Context: an optimization exercise on an open-source flow, tuned for small area and a short achievable clock period. The choices shown serve that exercise and are no tape-out recipe.
At most, simulation tests tie the RTL to the original design; equivalence was not proved.
The RTL of run 2 was laid out without a check of its function.
In every run shown here, the design's own scripts or RTL, not TritonCTS, make the clock network.
No driver is modelled on the clock port, so clock power and skew are understated where the tree is cut down; a real chip needs a root buffer or a tree.
Power and IR drop assume default switching activity.

==> flow/design.v (outline; a module is shown in full before it is edited, if it fits) <==
// module mult_unsigned: 1512 lines
// module mult_pg: 4 lines
// module mult_fa: 4 lines
// module mult_ha: 4 lines
module mult_unsigned (
	input clk, rst,
	input [15:0] A,
	input [23:0] B,
	output [39:0] result
);
  // ...
==> flow/flow/run.sh <==
#!/bin/bash
# Layout flow. Every tool's output goes to a log here (synth.log, layout.log)
# besides ORFS's own per-step logs.
#  - synthesis: the standard synthesis, unchanged (standard.sh synth)
#  - the rest: the standard ORFS steps (standard.sh finish) with
#    * a tighter setup-repair target (SETUP_SLACK_MARGIN 5.58 at the 8 ns
#      clock, i.e. repair towards about 2.42 ns),
#    * buf_1 as the port buffer (every input and output still gets one),
#    * REMOVE_ABC_BUFFERS, so floorplan does not resize against ideal clocks,
#    * the hand-built clock tree of flow/manual_cts.tcl (PRE_CTS_TCL), with
#      extra delay in front of the r2 and r3 leaf buffers (useful skew on
#      internal register-to-register paths only).
set -euo pipefail
bash standard.sh synth > synth.log 2>&1
sed -e 's/SETUP_SLACK_MARGIN=[-0-9.]*/SETUP_SLACK_MARGIN=5.58/' standard.sh > layout.sh
export BUFFER_PORTS_ARGS="-buffer_cell sky130_fd_sc_hd__buf_1"
export PRE_CTS_TCL=$(pwd)/flow/manual_cts.tcl MCTS_LEAVES=12 MCTS_ROOTS=4 MCTS_CLASSES='r2:sky130_fd_sc_hd__dlygate4sd3_1+sky130_fd_sc_hd__dlygate4sd1_1 r3:sky130_fd_sc_hd__dlygate4sd3_1+sky130_fd_sc_hd__dlygate4sd3_1' REMOVE_ABC_BUFFERS=1
bash layout.sh finish > layout.log 2>&1
==> flow/flow/manual_cts.tcl <==
proc mcts_kmeans {pts k} {
  # pts: list of {x y}; returns {assign cx cy counts}
  set n [llength $pts]
  set sorted [lsort -real -index 0 $pts]
  set cx {}; set cy {}
  for {set i 0} {$i < $k} {incr i} {
    set s [lindex $sorted [expr {int(($i + 0.5) * $n / $k)}]]
    lappend cx [lindex $s 0]; lappend cy [lindex $s 1]
  }
  for {set iter 0} {$iter < 40} {incr iter} {
    set sx [lrepeat $k 0.0]; set sy [lrepeat $k 0.0]; set sc [lrepeat $k 0]
    set assign {}
    foreach s $pts {
      set best 0; set bd 1e30
      for {set i 0} {$i < $k} {incr i} {
        set d [expr {abs([lindex $s 0] - [lindex $cx $i]) + abs([lindex $s 1] - [lindex $cy $i])}]
        if {$d < $bd} { set bd $d; set best $i }
      }
      lappend assign $best
      lset sx $best [expr {[lindex $sx $best] + [lindex $s 0]}]
      lset sy $best [expr {[lindex $sy $best] + [lindex $s 1]}]
      lset sc $best [expr {[lindex $sc $best] + 1}]
    }
    for {set i 0} {$i < $k} {incr i} {
      if {[lindex $sc $i] > 0} {
        lset cx $i [expr {[lindex $sx $i] / [lindex $sc $i]}]
        lset cy $i [expr {[lindex $sy $i] / [lindex $sc $i]}]
      }
    }
  }
  return [list $assign $cx $cy $sc]
}

# capacity-limited assignment of points to centres (nearest first), with the
# centres moved to their points' mean, repeated
proc mcts_balance {pts cx cy cap} {
  set n [llength $pts]
  set k [llength $cx]
  for {set iter 0} {$iter < 10} {incr iter} {
    set pairs {}
    for {set l 0} {$l < $n} {incr l} {
      set p [lindex $pts $l]
      for {set r 0} {$r < $k} {incr r} {
        lappend pairs [list [expr {abs([lindex $p 0] - [lindex $cx $r]) + abs([lindex $p 1] - [lindex $cy $r])}] $l $r]
      }
    }
    set assign [lrepeat $n -1]
    set sc [lrepeat $k 0]
    foreach pr [lsort -real -index 0 $pairs] {
      lassign $pr d l r
      if {[lindex $assign $l] >= 0 || [lindex $sc $r] >= $cap} { continue }
      lset assign $l $r
      lset sc $r [expr {[lindex $sc $r] + 1}]
    }
    set sx [lrepeat $k 0.0]; set sy [lrepeat $k 0.0]
    for {set l 0} {$l < $n} {incr l} {
      set r [lindex $assign $l]
      lset sx $r [expr {[lindex $sx $r] + [lindex $pts $l 0]}]
      lset sy $r [expr {[lindex $sy $r] + [lindex $pts $l 1]}]
    }
    for {set r 0} {$r < $k} {incr r} {
      if {[lindex $sc $r] > 0} { lset cx $r [expr {[lindex $sx $r] / [lindex $sc $r]}]; lset cy $r [expr {[lindex $sy $r] / [lindex $sc $r]}] }
    }
  }
  return [list $assign $cx $cy $sc]
}

proc mcts_build {nleaf nroot} {
  set block [ord::get_db_block]
  set db [ord::get_db]
  set clknet [[$block findBTerm clk] getNet]
  set master [$db findMaster sky130_fd_sc_hd__clkbuf_16]
  set lmaster $master
  if {[info exists ::env(MCTS_LEAF_CELL)]} { set lmaster [$db findMaster $::env(MCTS_LEAF_CELL)] }
  # register classes: "prefix:cell+cell ..." puts the named delay cells in
  # front of the leaf buffers of the registers whose names start with prefix
  set classes {{"" {}}}
  if {[info exists ::env(MCTS_CLASSES)]} {
    foreach c $::env(MCTS_CLASSES) {
      lassign [split $c :] pre chain
      lappend classes [list $pre [split $chain +]]
    }
  }
  set sinks {}
  foreach it [$clknet getITerms] {
    set inst [$it getInst]
    set name [$inst getName]
    set cls 0
    for {set c 1} {$c < [llength $classes]} {incr c} {
      if {[string match "[lindex $classes $c 0]*" $name]} { set cls $c; break }
    }
    set loc [$inst getLocation]
    set m [$inst getMaster]
    lappend sinks [list $it $cls [expr {[lindex $loc 0] + [$m getWidth] / 2}] [expr {[lindex $loc 1] + [$m getHeight] / 2}]]
  }
  set n [llength $sinks]
  set cap [expr {int(ceil(double($n) / $nleaf))}]
  # leaf clusters, class by class
  set leaves {}
  set sink_leaf {}
  for {set c 0} {$c < [llength $classes]} {incr c} {
    set pts {}; set its {}
    foreach s $sinks {
      if {[lindex $s 1] == $c} { lappend pts [lrange $s 2 3]; lappend its [lindex $s 0] }
    }
    if {[llength $pts] == 0} { continue }
    set k [expr {max(1, int(ceil(double([llength $pts]) / $cap)))}]
    lassign [mcts_kmeans $pts $k] assign cx cy sc
    lassign [mcts_balance $pts $cx $cy [expr {int(ceil(double([llength $pts]) / $k))}]] assign cx cy sc
    set base [llength $leaves]
    for {set i 0} {$i < $k} {incr i} { lappend leaves [list [lindex $cx $i] [lindex $cy $i] $c [lindex $sc $i]] }
    set j 0
    foreach it $its { lappend sink_leaf [list $it [expr {$base + [lindex $assign $j]}]]; incr j }
  }
  set nl [llength $leaves]
  set lpts {}
  foreach l $leaves { lappend lpts [lrange $l 0 1] }
  lassign [mcts_kmeans $lpts $nroot] rassign rcx rcy rsc
  lassign [mcts_balance $lpts $rcx $rcy [expr {int(ceil(double($nl) / $nroot))}]] rassign rcx rcy rsc
  set rootnets {}
  for {set r 0} {$r < $nroot} {incr r} {
    if {[lindex $rsc $r] == 0} { lappend rootnets {}; continue }
    set root [odb::dbInst_create $block $master mcts_root_$r]
    $root setLocation [expr {int([lindex $rcx $r])}] [expr {int([lindex $rcy $r])}]
    $root setPlacementStatus PLACED
    [$root findITerm A] connect $clknet
    set rnet [odb::dbNet_create $block mcts_root_net_$r]
    $rnet setSigType CLOCK
    [$root findITerm X] connect $rnet
    lappend rootnets $rnet
  }
  set leafnets {}
  for {set i 0} {$i < $nl} {incr i} {
    lassign [lindex $leaves $i] x y c cnt
    set x [expr {int($x)}]; set y [expr {int($y)}]
    set drv [lindex $rootnets [lindex $rassign $i]]
    set d 0
    foreach cell [lindex $classes $c 1] {
      set dl [odb::dbInst_create $block [$db findMaster $cell] mcts_dly_${i}_$d]
      $dl setLocation $x $y
      $dl setPlacementStatus PLACED
      [$dl findITerm A] connect $drv
      set dnet [odb::dbNet_create $block mcts_dly_net_${i}_$d]
      $dnet setSigType CLOCK
      [$dl findITerm X] connect $dnet
      set drv $dnet
      incr d
    }
    set leaf [odb::dbInst_create $block $lmaster mcts_leaf_$i]
    $leaf setLocation $x $y
    $leaf setPlacementStatus PLACED
    [$leaf findITerm A] connect $drv
    set lnet [odb::dbNet_create $block mcts_leaf_net_$i]
    $lnet setSigType CLOCK
    [$leaf findITerm X] connect $lnet
    lappend leafnets $lnet
  }
  foreach sl $sink_leaf {
    set it [lindex $sl 0]
    $it disconnect
    $it connect [lindex $leafnets [lindex $sl 1]]
  }
  puts "manual clock tree: $n sinks, $nl leaf buffers, $nroot root buffers $rsc, classes $classes"
}

set mcts_leaves 10
set mcts_roots 3
if {[info exists ::env(MCTS_LEAVES)]} { set mcts_leaves $::env(MCTS_LEAVES) }
if {[info exists ::env(MCTS_ROOTS)]} { set mcts_roots $::env(MCTS_ROOTS) }
mcts_build $mcts_leaves $mcts_roots
set_propagated_clock [all_clocks]
# the tree is built: the flow's clock_tree_synthesis call becomes a no-op
rename clock_tree_synthesis mcts_orig_clock_tree_synthesis
proc clock_tree_synthesis {args} { puts "clock_tree_synthesis skipped: manual clock tree" }
==> flow/standard.sh <==
#!/bin/bash
# synth_recipe.tcl (not shown) runs the flow's synth.tcl, then flattens the netlist and writes it again
# the make line also repeats each setting of config.mk as NAME=value (left out here)
make -C /OpenROAD-flow-scripts/flow DESIGN_CONFIG=/design/flow/config.mk WORK_HOME=/design/flow/orfs CLKGATE_MAP_FILE= SYNTH_SCRIPT=/design/flow/synth_recipe.tcl "${@:-finish}"
==> flow/config.mk <==
export PLATFORM = sky130hd
export DESIGN_NAME = mult_unsigned
export DESIGN_NICKNAME = mult_unsigned
export VERILOG_FILES = /design/flow/design.v
export SDC_FILE = /design/flow/constraint.sdc
export NUM_CORES = 4
export LEC_CHECK = 0
export CAP_MARGIN = 20
export CORE_MARGIN = 2
export CORE_UTILIZATION = 40
export SETUP_SLACK_MARGIN = 5
export SLEW_MARGIN = 20
export SYNTH_HIERARCHICAL = 1
export SYNTH_MINIMUM_KEEP_SIZE = 0
==> flow/constraint.sdc <==
create_clock -name core_clock -period 8.0 [get_ports {clk}]
set_input_delay 1.6000 -clock core_clock [delete_from_list [all_inputs] [get_ports {clk}]]
set_output_delay 1.6000 -clock core_clock [all_outputs]
set_load 0.01 [all_outputs]
==> flow_summary.toml, run 1 <==
[final_layout]
seq_cells = 251
n_fill_cell = 3370
finalNonFillerCells = 1750
seq-cell-share = 0.3297
inverters = 22
multi_input_area_share = 0.5584
largest_register_ffs = 79

[global_route]
use_met3 = 0.03472
grt_pass1_vias = 9991
grt_max_degree = 52

[logic_synthesis]
synthesis.area_mm2 = 0.01468
synth-simple-area-share = 0.05814
synth_edf_count = 0
ys_seq_area_frac = 0.3573
syn_inst = 1253
synth_xor_area_frac = 0.1402
synth_top_area_share = 0.2823

[run_status]
status = "complete, no violations"

[critical_path]
rr_worst_depth = 6
critPathLaunchType = "register"
r2r_start = "rb[12]"
cp_max_fo = 1
r2r_slack_ns = 5.64
cp_num_cells = 1
critPathCaptureType = "primary output"

[clocking]
post_cts_resize_count = 33
cts_post_setup_buffers_inserted = 2

[pwr]
ir_drop_mv = 0.1404
powerSeq_mw = 1.99
p_int_mw = 3.620
comb_power_share = 0.504
p_leak_nw = 6.224

[placement]
postPlaceCellArea_mm2 = 0.01527
globalplace.congestion = 0.8859

[die]
die_h_um = 195.6
boundaryPins = 82
core-area_mm2 = 0.03635

[drt]
vias_per_cell = 5.359
wl_met1_um = 15600
wl_met2_um = 15760
post-route-drc-count = 0

[timing]
clock_skew_ns = 1.180
fmax_mhz = 414.8
whs_ns = 0.003953

[hold_path]
min_from = "rb[1]"
==> run 2, diff against run 1 <==
--- a/flow/design.v
+++ b/flow/design.v
@@ -2,17 +2,17 @@
 	input clk, rst,
 	input [15:0] A,
 	input [23:0] B,
 	output [39:0] result
 );
 reg [23:0] rb;
 reg [7:0] r_one, r_two, r_neg;
 reg r_a15;
-reg [78:0] r2;
+reg [39:0] r2;
 reg [39:0] r3, r4, r5;
 reg [3:0] v;
 wire [16:0] ax = {A, 1'b0};
 wire [7:0] e_one, e_two, e_neg;
 genvar gi;
 generate for (gi = 0; gi < 8; gi = gi + 1) begin : enc
 	assign e_one[gi] = ax[2*gi+1] ^ ax[2*gi];
 	assign e_two[gi] = (ax[2*gi+2] & ~ax[2*gi+1] & ~ax[2*gi]) | (~ax[2*gi+2] & ax[2*gi+1] & ax[2*gi]);
@@ -1280,56 +1280,56 @@
 mult_fa u175 (.a(c448), .b(s517), .c(c516), .s(s589), .co(c590));
 mult_fa u176 (.a(c452), .b(s519), .c(c518), .s(s591), .co(c592));
 mult_fa u177 (.a(s457), .b(s521), .c(c520), .s(s593), .co(c594));
 mult_fa u178 (.a(c458), .b(c522), .c(s523), .s(s595), .co(c596));
 mult_fa u179 (.a(c460), .b(s525), .c(c524), .s(s597), .co(c598));
 mult_fa u180 (.a(pp206), .b(s527), .c(c526), .s(s599), .co(c600));
 mult_fa u181 (.a(i240), .b(pp207), .c(c528), .s(s601), .co(c602));
 mult_fa u182 (.a(ns208), .b(pp232), .c(pp231), .s(s603), .co(c604));
-mult_pg u183 (.a(r2[0]), .b(r2[1]), .p(p606), .g(g605));
-mult_pg u184 (.a(r2[2]), .b(1'b0), .p(p608), .g(g607));
-mult_pg u185 (.a(r2[3]), .b(r2[4]), .p(p610), .g(g609));
-mult_pg u186 (.a(r2[5]), .b(r2[6]), .p(p612), .g(g611));
-mult_pg u187 (.a(r2[7]), .b(r2[8]), .p(p614), .g(g613));
-mult_pg u188 (.a(r2[9]), .b(r2[10]), .p(p616), .g(g615));
-mult_pg u189 (.a(r2[11]), .b(r2[12]), .p(p618), .g(g617));
-mult_pg u190 (.a(r2[13]), .b(r2[14]), .p(p620), .g(g619));
-mult_pg u191 (.a(r2[15]), .b(r2[16]), .p(p622), .g(g621));
-mult_pg u192 (.a(r2[17]), .b(r2[18]), .p(p624), .g(g623));
-mult_pg u193 (.a(r2[19]), .b(r2[20]), .p(p626), .g(g625));
-mult_pg u194 (.a(r2[21]), .b(r2[22]), .p(p628), .g(g627));
-mult_pg u195 (.a(r2[23]), .b(r2[24]), .p(p630), .g(g629));
-mult_pg u196 (.a(r2[25]), .b(r2[26]), .p(p632), .g(g631));
-mult_pg u197 (.a(r2[27]), .b(r2[28]), .p(p634), .g(g633));
-mult_pg u198 (.a(r2[29]), .b(r2[30]), .p(p636), .g(g635));
-mult_pg u199 (.a(r2[31]), .b(r2[32]), .p(p638), .g(g637));
-mult_pg u200 (.a(r2[33]), .b(r2[34]), .p(p640), .g(g639));
-mult_pg u201 (.a(r2[35]), .b(r2[36]), .p(p642), .g(g641));
-mult_pg u202 (.a(r2[37]), .b(r2[38]), .p(p644), .g(g643));
-mult_pg u203 (.a(r2[39]), .b(r2[40]), .p(p646), .g(g645));
-mult_pg u204 (.a(r2[41]), .b(r2[42]), .p(p648), .g(g647));
-mult_pg u205 (.a(r2[43]), .b(r2[44]), .p(p650), .g(g649));
-mult_pg u206 (.a(r2[45]), .b(r2[46]), .p(p652), .g(g651));
-mult_pg u207 (.a(r2[47]), .b(r2[48]), .p(p654), .g(g653));
-mult_pg u208 (.a(r2[49]), .b(r2[50]), .p(p656), .g(g655));
-mult_pg u209 (.a(r2[51]), .b(r2[52]), .p(p658), .g(g657));
-mult_pg u210 (.a(r2[53]), .b(r2[54]), .p(p660), .g(g659));
-mult_pg u211 (.a(r2[55]), .b(r2[56]), .p(p662), .g(g661));
-mult_pg u212 (.a(r2[57]), .b(r2[58]), .p(p664), .g(g663));
-mult_pg u213 (.a(r2[59]), .b(r2[60]), .p(p666), .g(g665));
-mult_pg u214 (.a(r2[61]), .b(r2[62]), .p(p668), .g(g667));
-mult_pg u215 (.a(r2[63]), .b(r2[64]), .p(p670), .g(g669));
-mult_pg u216 (.a(r2[65]), .b(r2[66]), .p(p672), .g(g671));
-mult_pg u217 (.a(r2[67]), .b(r2[68]), .p(p674), .g(g673));
-mult_pg u218 (.a(r2[69]), .b(r2[70]), .p(p676), .g(g675));
-mult_pg u219 (.a(r2[71]), .b(r2[72]), .p(p678), .g(g677));
-mult_pg u220 (.a(r2[73]), .b(r2[74]), .p(p680), .g(g679));
-mult_pg u221 (.a(r2[75]), .b(r2[76]), .p(p682), .g(g681));
-mult_pg u222 (.a(r2[77]), .b(r2[78]), .p(p684), .g(g683));
+mult_pg u183 (.a(r_neg[0]), .b(pp1), .p(p606), .g(g605));
+mult_pg u184 (.a(pp2), .b(1'b0), .p(p608), .g(g607));
+mult_pg u185 (.a(pp27), .b(s529), .p(p610), .g(g609));
+mult_pg u186 (.a(c530), .b(s531), .p(p612), .g(g611));
+mult_pg u187 (.a(c532), .b(s533), .p(p614), .g(g613));
+mult_pg u188 (.a(c534), .b(s535), .p(p616), .g(g615));
+mult_pg u189 (.a(c536), .b(s537), .p(p618), .g(g617));
+mult_pg u190 (.a(c538), .b(s539), .p(p620), .g(g619));
+mult_pg u191 (.a(c540), .b(s541), .p(p622), .g(g621));
+mult_pg u192 (.a(c542), .b(s543), .p(p624), .g(g623));
+mult_pg u193 (.a(c544), .b(s545), .p(p626), .g(g625));
+mult_pg u194 (.a(c546), .b(s547), .p(p628), .g(g627));
+mult_pg u195 (.a(c548), .b(s549), .p(p630), .g(g629));
+mult_pg u196 (.a(c550), .b(s551), .p(p632), .g(g631));
+mult_pg u197 (.a(c552), .b(s553), .p(p634), .g(g633));
+mult_pg u198 (.a(c554), .b(s555), .p(p636), .g(g635));
+mult_pg u199 (.a(c556), .b(s557), .p(p638), .g(g637));
+mult_pg u200 (.a(c558), .b(s559), .p(p640), .g(g639));
+mult_pg u201 (.a(c560), .b(s561), .p(p642), .g(g641));
+mult_pg u202 (.a(c562), .b(s563), .p(p644), .g(g643));
+mult_pg u203 (.a(c564), .b(s565), .p(p646), .g(g645));
+mult_pg u204 (.a(c566), .b(s567), .p(p648), .g(g647));
+mult_pg u205 (.a(c568), .b(s569), .p(p650), .g(g649));
+mult_pg u206 (.a(c570), .b(s571), .p(p652), .g(g651));
+mult_pg u207 (.a(c572), .b(s573), .p(p654), .g(g653));
+mult_pg u208 (.a(c574), .b(s575), .p(p656), .g(g655));
+mult_pg u209 (.a(c576), .b(s577), .p(p658), .g(g657));
+mult_pg u210 (.a(c578), .b(s579), .p(p660), .g(g659));
+mult_pg u211 (.a(c580), .b(s581), .p(p662), .g(g661));
+mult_pg u212 (.a(c582), .b(s583), .p(p664), .g(g663));
+mult_pg u213 (.a(c584), .b(s585), .p(p666), .g(g665));
+mult_pg u214 (.a(c586), .b(s587), .p(p668), .g(g667));
+mult_pg u215 (.a(c588), .b(s589), .p(p670), .g(g669));
+mult_pg u216 (.a(c590), .b(s591), .p(p672), .g(g671));
+mult_pg u217 (.a(c592), .b(s593), .p(p674), .g(g673));
+mult_pg u218 (.a(c594), .b(s595), .p(p676), .g(g675));
+mult_pg u219 (.a(c596), .b(s597), .p(p678), .g(g677));
+mult_pg u220 (.a(c598), .b(s599), .p(p680), .g(g679));
+mult_pg u221 (.a(c600), .b(s601), .p(p682), .g(g681));
+mult_pg u222 (.a(c602), .b(s603), .p(p684), .g(g683));
 assign g685 = g607 | (p608 & g605);
 assign g686 = g611 | (p612 & g609);
 assign p687 = p612 & p610;
 assign g688 = g615 | (p616 & g613);
 assign p689 = p616 & p614;
 assign g690 = g619 | (p620 & g617);
 assign p691 = p620 & p618;
 assign g692 = g623 | (p624 & g621);
@@ -1481,27 +1481,27 @@
 assign g838 = g669 | (p670 & g837);
 assign g839 = g716 | (p717 & g837);
 assign g840 = g754 | (p755 & g837);
 assign g841 = g756 | (p757 & g837);
 assign g842 = g790 | (p791 & g837);
 assign g843 = g792 | (p793 & g837);
 assign g844 = g794 | (p795 & g837);
 assign g845 = g796 | (p797 & g837);
-wire [39:0] sx = {r2[77], r2[75], r2[73], r2[71], r2[69], r2[67], r2[65], r2[63], r2[61], r2[59], r2[57], r2[55], r2[53], r2[51], r2[49], r2[47], r2[45], r2[43], r2[41], r2[39], r2[37], r2[35], r2[33], r2[31], r2[29], r2[27], r2[25], r2[23], r2[21], r2[19], r2[17], r2[15], r2[13], r2[11], r2[9], r2[7], r2[5], r2[3], r2[2], r2[0]};
-wire [39:0] sy = {r2[78], r2[76], r2[74], r2[72], r2[70], r2[68], r2[66], r2[64], r2[62], r2[60], r2[58], r2[56], r2[54], r2[52], r2[50], r2[48], r2[46], r2[44], r2[42], r2[40], r2[38], r2[36], r2[34], r2[32], r2[30], r2[28], r2[26], r2[24], r2[22], r2[20], r2[18], r2[16], r2[14], r2[12], r2[10], r2[8], r2[6], r2[4], 1'b0, r2[1]};
+wire [39:0] sx = {c602, c600, c598, c596, c594, c592, c590, c588, c586, c584, c582, c580, c578, c576, c574, c572, c570, c568, c566, c564, c562, c560, c558, c556, c554, c552, c550, c548, c546, c544, c542, c540, c538, c536, c534, c532, c530, pp27, pp2, r_neg[0]};
+wire [39:0] sy = {s603, s601, s599, s597, s595, s593, s591, s589, s587, s585, s583, s581, s579, s577, s575, s573, s571, s569, s567, s565, s563, s561, s559, s557, s555, s553, s551, s549, s547, s545, s543, s541, s539, s537, s535, s533, s531, s529, 1'b0, pp1};
 wire [39:0] prod = {(p684 ^ g844), (p682 ^ g843), (p680 ^ g842), (p678 ^ g841), (p676 ^ g840), (p674 ^ g839), (p672 ^ g838), (p670 ^ g837), (p668 ^ g836), (p666 ^ g835), (p664 ^ g834), (p662 ^ g833), (p660 ^ g832), (p658 ^ g831), (p656 ^ g830), (p654 ^ g829), (p652 ^ g828), (p650 ^ g827), (p648 ^ g826), (p646 ^ g825), (p644 ^ g824), (p642 ^ g823), (p640 ^ g822), (p638 ^ g805), (p636 ^ g804), (p634 ^ g803), (p632 ^ g802), (p630 ^ g801), (p628 ^ g800), (p626 ^ g799), (p624 ^ g798), (p622 ^ g765), (p620 ^ g764), (p618 ^ g763), (p616 ^ g762), (p614 ^ g725), (p612 ^ g724), (p610 ^ g685), (p608 ^ g605), p606};
 always @(posedge clk) begin
 	rb <= B;
 	r_one <= e_one;
 	r_two <= e_two;
 	r_neg <= e_neg;
 	r_a15 <= A[15];
-	r2 <= {s603, c602, s601, c600, s599, c598, s597, c596, s595, c594, s593, c592, s591, c590, s589, c588, s587, c586, s585, c584, s583, c582, s581, c580, s579, c578, s577, c576, s575, c574, s573, c572, s571, c570, s569, c568, s567, c566, s565, c564, s563, c562, s561, c560, s559, c558, s557, c556, s555, c554, s553, c552, s551, c550, s549, c548, s547, c546, s545, c544, s543, c542, s541, c540, s539, c538, s537, c536, s535, c534, s533, c532, s531, c530, s529, pp27, pp2, pp1, r_neg[0]};
-	r3 <= prod;
+	r2 <= prod;
+	r3 <= r2;
 	r4 <= r3;
 end
 always @(posedge clk or posedge rst) begin
 	if (rst) begin
 		v <= 4'b0;
 		r5 <= 40'b0;
 	end else begin
 		v <= {v[2:0], 1'b1};
==> flow/flow/run.sh (replaced) <==
#!/bin/bash
# Layout flow: the standard synthesis unchanged, then the standard ORFS
# steps with plain buffers on the ports and the setup-repair target below.
set -euo pipefail
bash standard.sh synth > synth.log 2>&1
sed -e 's/SETUP_SLACK_MARGIN=[-0-9.]*/SETUP_SLACK_MARGIN=5.58/' standard.sh > layout.sh
export BUFFER_PORTS_ARGS="-buffer_cell sky130_fd_sc_hd__buf_1"
export PRE_CTS_TCL=$(pwd)/flow/manual_cts.tcl MCTS_LEAVES=14 MCTS_ROOTS=4 MCTS_CLASSES='r2:sky130_fd_sc_hd__dlygate4sd3_1+sky130_fd_sc_hd__dlygate4sd3_1+sky130_fd_sc_hd__dlygate4sd3_1+sky130_fd_sc_hd__dlygate4sd3_1+sky130_fd_sc_hd__dlygate4sd1_1 r3:sky130_fd_sc_hd__dlygate4sd3_1+sky130_fd_sc_hd__dlygate4sd3_1 r4:sky130_fd_sc_hd__dlygate4sd3_1' REMOVE_ABC_BUFFERS=1
bash layout.sh finish > layout.log 2>&1
--- a/flow/flow/manual_cts.tcl
+++ b/flow/flow/manual_cts.tcl
@@ -1,8 +1,13 @@
+# Two-level clock tree built by hand, in place of the flow's clock tree
+# synthesis: the clock port drives a few root buffers; each root buffer drives
+# the leaf buffers of its region, and each leaf buffer drives one cluster of
+# flip-flops (k-means on their positions). Every register gets the same two
+# buffer stages; no register's clock is delayed on purpose.
 proc mcts_kmeans {pts k} {
   # pts: list of {x y}; returns {assign cx cy counts}
   set n [llength $pts]
   set sorted [lsort -real -index 0 $pts]
   set cx {}; set cy {}
   for {set i 0} {$i < $k} {incr i} {
     set s [lindex $sorted [expr {int(($i + 0.5) * $n / $k)}]]
     lappend cx [lindex $s 0]; lappend cy [lindex $s 1]
==> run 2 against run 1 <==
- now fails the layout checks on negative hold slack
- largest cell class unchanged
- worst setup slack lost 0.059 ns
- sequential power shrank 15%
- utilization grew 7.4 points
- critical path type is now reg2reg
- design area grew 10%
- worst hold slack lost 1.1 ns
==> flow_summary.toml, run 2 <==
[critical_path]
cp.arrival_ns = 5.09
critPathCaptureType = "register"
critPathRequiredTime_ns = 10.62
critPathMaxStageDelay_ns = 0.51
critPathLaunchType = "register"
cp_slowest_cell = "fa_1"
crit_top_cell = "fa_1"
path_class = "reg2reg"
cp_max_fo = 7
path_cells = "buf_12, buf_16, a22oi_1, xnor2_1, fa_2, fa_1, fa_1, fa_1, ha_4, a21oi_2, o21ai_2, a221oi_2, or2_1, a21oi_4, o21ai_4, o21ai_4, o21a_4, o211ai_1"

[timing]
worst_slew_pin_slew_ns = 0.7971
worst_slack_ns = 5.531
report.final.slew_viol_count = 0
tns_ns = 0
hold_viol_final = 32
finalCriticalPeriod_ns = 2.469
whs_ns = -1.067
relSlewSlack = 0.4680
final.period_utilization = 0.3087
fmax_mhz = 404.9
setup_viol = 0
clock_skew_ns = 2.490
rsz0062_at_grt = "yes"

[logic_synthesis]
synth-async-reset-ratio = 0.2075
muxShareOfSynthArea = 0
synth_top_area_share = 0.2426
yosys_warnings = 7
synth.most_common_cell = "xnor2_1"
ys_dominant_reg_cell = "dfxtp_1"
ys_seq_area_frac = 0.3221
syn_inst = 1218
synth_top_area_cell = "dfxtp_1"
synthesis.area_mm2 = 0.01386
synth.avg_cell_area_um2 = 11.38
synth-simple-area-share = 0.06327
post_synth_most_frequent_cells = "219 x xnor2_1, 184 x a22oi_1, 168 x dfxtp_1, 168 x fa_1, 98 x clkbuf_1"
synth-compound-area-share = 0.1353
synth-seq-cells = 212
synth_fa_ha_area_frac = 0.2968
synthTopCellsByArea = "dfxtp_1 24%, fa_1 24%, xnor2_1 14%"
synth_top_family_by_area = "adder cells"
synth_edf_count = 0
yosys.cell_types.count = 50
synth_xor_area_frac = 0.1466

[die]
die_w_um = 190.2
rows = 68
die_h_um = 190.2
initial_core_util = 0.4033
fp.dieArea_mm2 = 0.03616
boundaryPins = 82
core-area_mm2 = 0.03437

[placement]
dpl.hpwl_um = 22270
dp_cells = 1663
globalplace.congestion = 0.9068
portBuffers = 81
dp_slack_ns = 2.362

[final_layout]
layout_common_cells = "212 x xnor2_1, 160 x a22oi_1, 140 x fa_1"
finalNonFillerCells = 1869
nets = 1686
num_antenna_cells = 0
syn2layout_area_growth_pct = 28.08
drive_gt1_frac = 0.1839
fin_util = 0.5165
layout_commonest_cell = "xnor2_1"

[run]
cap_violations = 0

[global_route]
grt_max_degree = 45
gr-usage-all-layers = 0.2136
antenna_found_initial = 0
grt_pass1_wl_um = 60300
grt_pass1_vias = 10687
grt_remaining_overflow = 0

[clocking]
cts.clk_slew.worst_paths_ns = 0.10
clk_latency_ns = 2.76

[run_status]
status = "complete, but fails checks"
check-failures = "negative hold slack"

[hold_path]
hp-class = "reg2reg"

[pwr]
p_leak_nw = 6.800
ir_drop_mv = 0.4230
power_density_mw_per_mm2 = 579.1
p_total_mw = 10.28

[drt]
post-route-drc-count = 0
detail_route.wl_per_cell_um = 20.83
first_iter_violations = 902
drt_pass1_iterations = 5
ant_nets = 0
drt_wl_total_um = 38930
num_vias = 10092
vias_per_cell = 5.400
-- run 2: cell count changes in the layout (fill, tap and decap cells not counted), moves of 21 or more --
| cell | before | now |
|---|---|---|
| dlygate4sd3_1 | 14 | 110 |
| dfxtp_2 | 25 | 4 |
| dfxtp_4 | 7 | 36 |
| dfxtp_1 | 175 | 128 |
| a22oi_2 | 0 | 24 |
| fa_1 | 168 | 140 |
| buf_4 | 22 | 55 |
| a22oi_1 | 184 | 160 |
| fa_2 | 0 | 28 |
-- run 2: cell families after synthesis --
family / after synthesis
adder cells (fa/ha/maj): 228
XOR/XNOR: 232
AO/OA/AOI/OAI: 254
flip-flops: 212
buffers and inverters: 131
AND/OR/NAND/NOR: 159
other: 2
-- run 2: routing by layer --
metal / share of wire / global-route usage / up-vias
met1: 0.41 / 0.2817 / 4960
met3: 0.098 / 0.05036 / 95
met5: 0 / 0 / -
met4: 0.038 / 0.07513 / 0
li1: - / - / 4492
met2: 0.46 / 0.3442 / 545
-- run 2: where the power goes --
group / switching, mW / internal [mW]
Sequential: 0.134 / 1.56
Combinational: 3.63 / 3.96
Clock: 0.419 / 0.569
-- run 2: area by class of cell --
type,count,area (um2)
fill,2995,16620
buffer,43,711.9
multi-input combinational,875,9438
tap,455,569.3
inverter,20,76.32
sequential,212,4606
timing repair buffer,264,2354
-- run 2: timing repair --
action	CTS	global route
hold endpoints to repair	40	32
pin swaps	45	34
hold buffers	88	1
setup endpoints to repair	24	16
resized for setup	160	73
cloned	4	3
setup buffers	50	17
-- run 2: Yosys stat by module, one instance, submodules excluded --
module	flip-flops and latches	copies in the design	cell area, um2
mult_pg	0	40	12.51
mult_unsigned	212	1	9823
mult_ha	0	14	12.51
mult_fa	0	168	20.02
-- run 2: through the flow --
| stage | cell area, um2 | hold slack, ns |
|---|---|---|
| 2_1_floorplan | 13450 | 0.3096 |
| 3_3_place_gp | 14470 | 0.3110 |
| 3_5_place_dp | 14470 | 0.3121 |
| 4_1_cts | 17190 | -1.184 |
| 5_1_grt | 17750 | -1.125 |
| 6_report | 17750 | -1.067 |
-- run 2: path summary, 6_finish.rpt --
path	start	endpoint	slack (ns)	cells after the start
max in group asynchronous	rst	v[3]	6.06	2
hold reg to reg	r_neg[4]	r2[9]	-1.07	5
setup reg to reg	r_one[2]	r2[39]	5.53	18
setup / recovery	r_one[2]	r2[39]	5.53	18
min in group asynchronous	rst	r5[10]	1.42	2
hold / removal	r_neg[4]	r2[9]	-1.07	5
-- run 2: worst max-delay path, delay by kind of cell, from the launching register on --
kind | cells | cell delay [ns]
AOI/OAI and AO/OA | 9 | 1.45
xor gates and xnor gates | 1 | 0.19
adders and majority gates | 5 | 2.22
buffers and inverters | 2 | 0.27
DFF | 1 | 0.38
and+or+nand+nor | 1 | 0.28

[what the ideal ports hide]
No port has a modelled driver above. Below, the same layouts with a new extraction and two added sets of constraints.
Step 1: set_driving_cell puts a clkbuf_16 on clk and a buf_2 on each other input, an assumption about the parent block.
Step 2, shift: input delay + t, output delay - t, t = (earliest + latest rising clock arrival at the registers) / 2. This alone moves slack from input paths to output paths.
Slacks: no drivers / after step 1 / after step 2; pairs: no drivers / after step 1.
run | t, ns | slack for setup (ns) | worst hold slack (ns) | worst setup path after step 2 | latest minus earliest clock arrival (ns) | worst data-port slew with drivers (ns)
run 1 | 0.984 | 5.589 / 5.474 / 5.152 | 0.004 / 0.004 / 0.004 | input, reset recovery | 1.188 / 1.187 | 0.03
run 2 | 1.638 | 5.531 / 5.470 / 4.531 | -1.067 / -1.067 / -1.067 | input, reset recovery | 2.496 / 2.496 | 0.04
In run 1 and run 2 the clock reaches the registers at very different times; t lies between them, and the last value is a rough guide only. The setup slack of run 2, which loses most, moves by -0.061 ns with the drivers and by -1.000 ns with both steps. The worst setup slack also covers recovery checks on asynchronous resets.
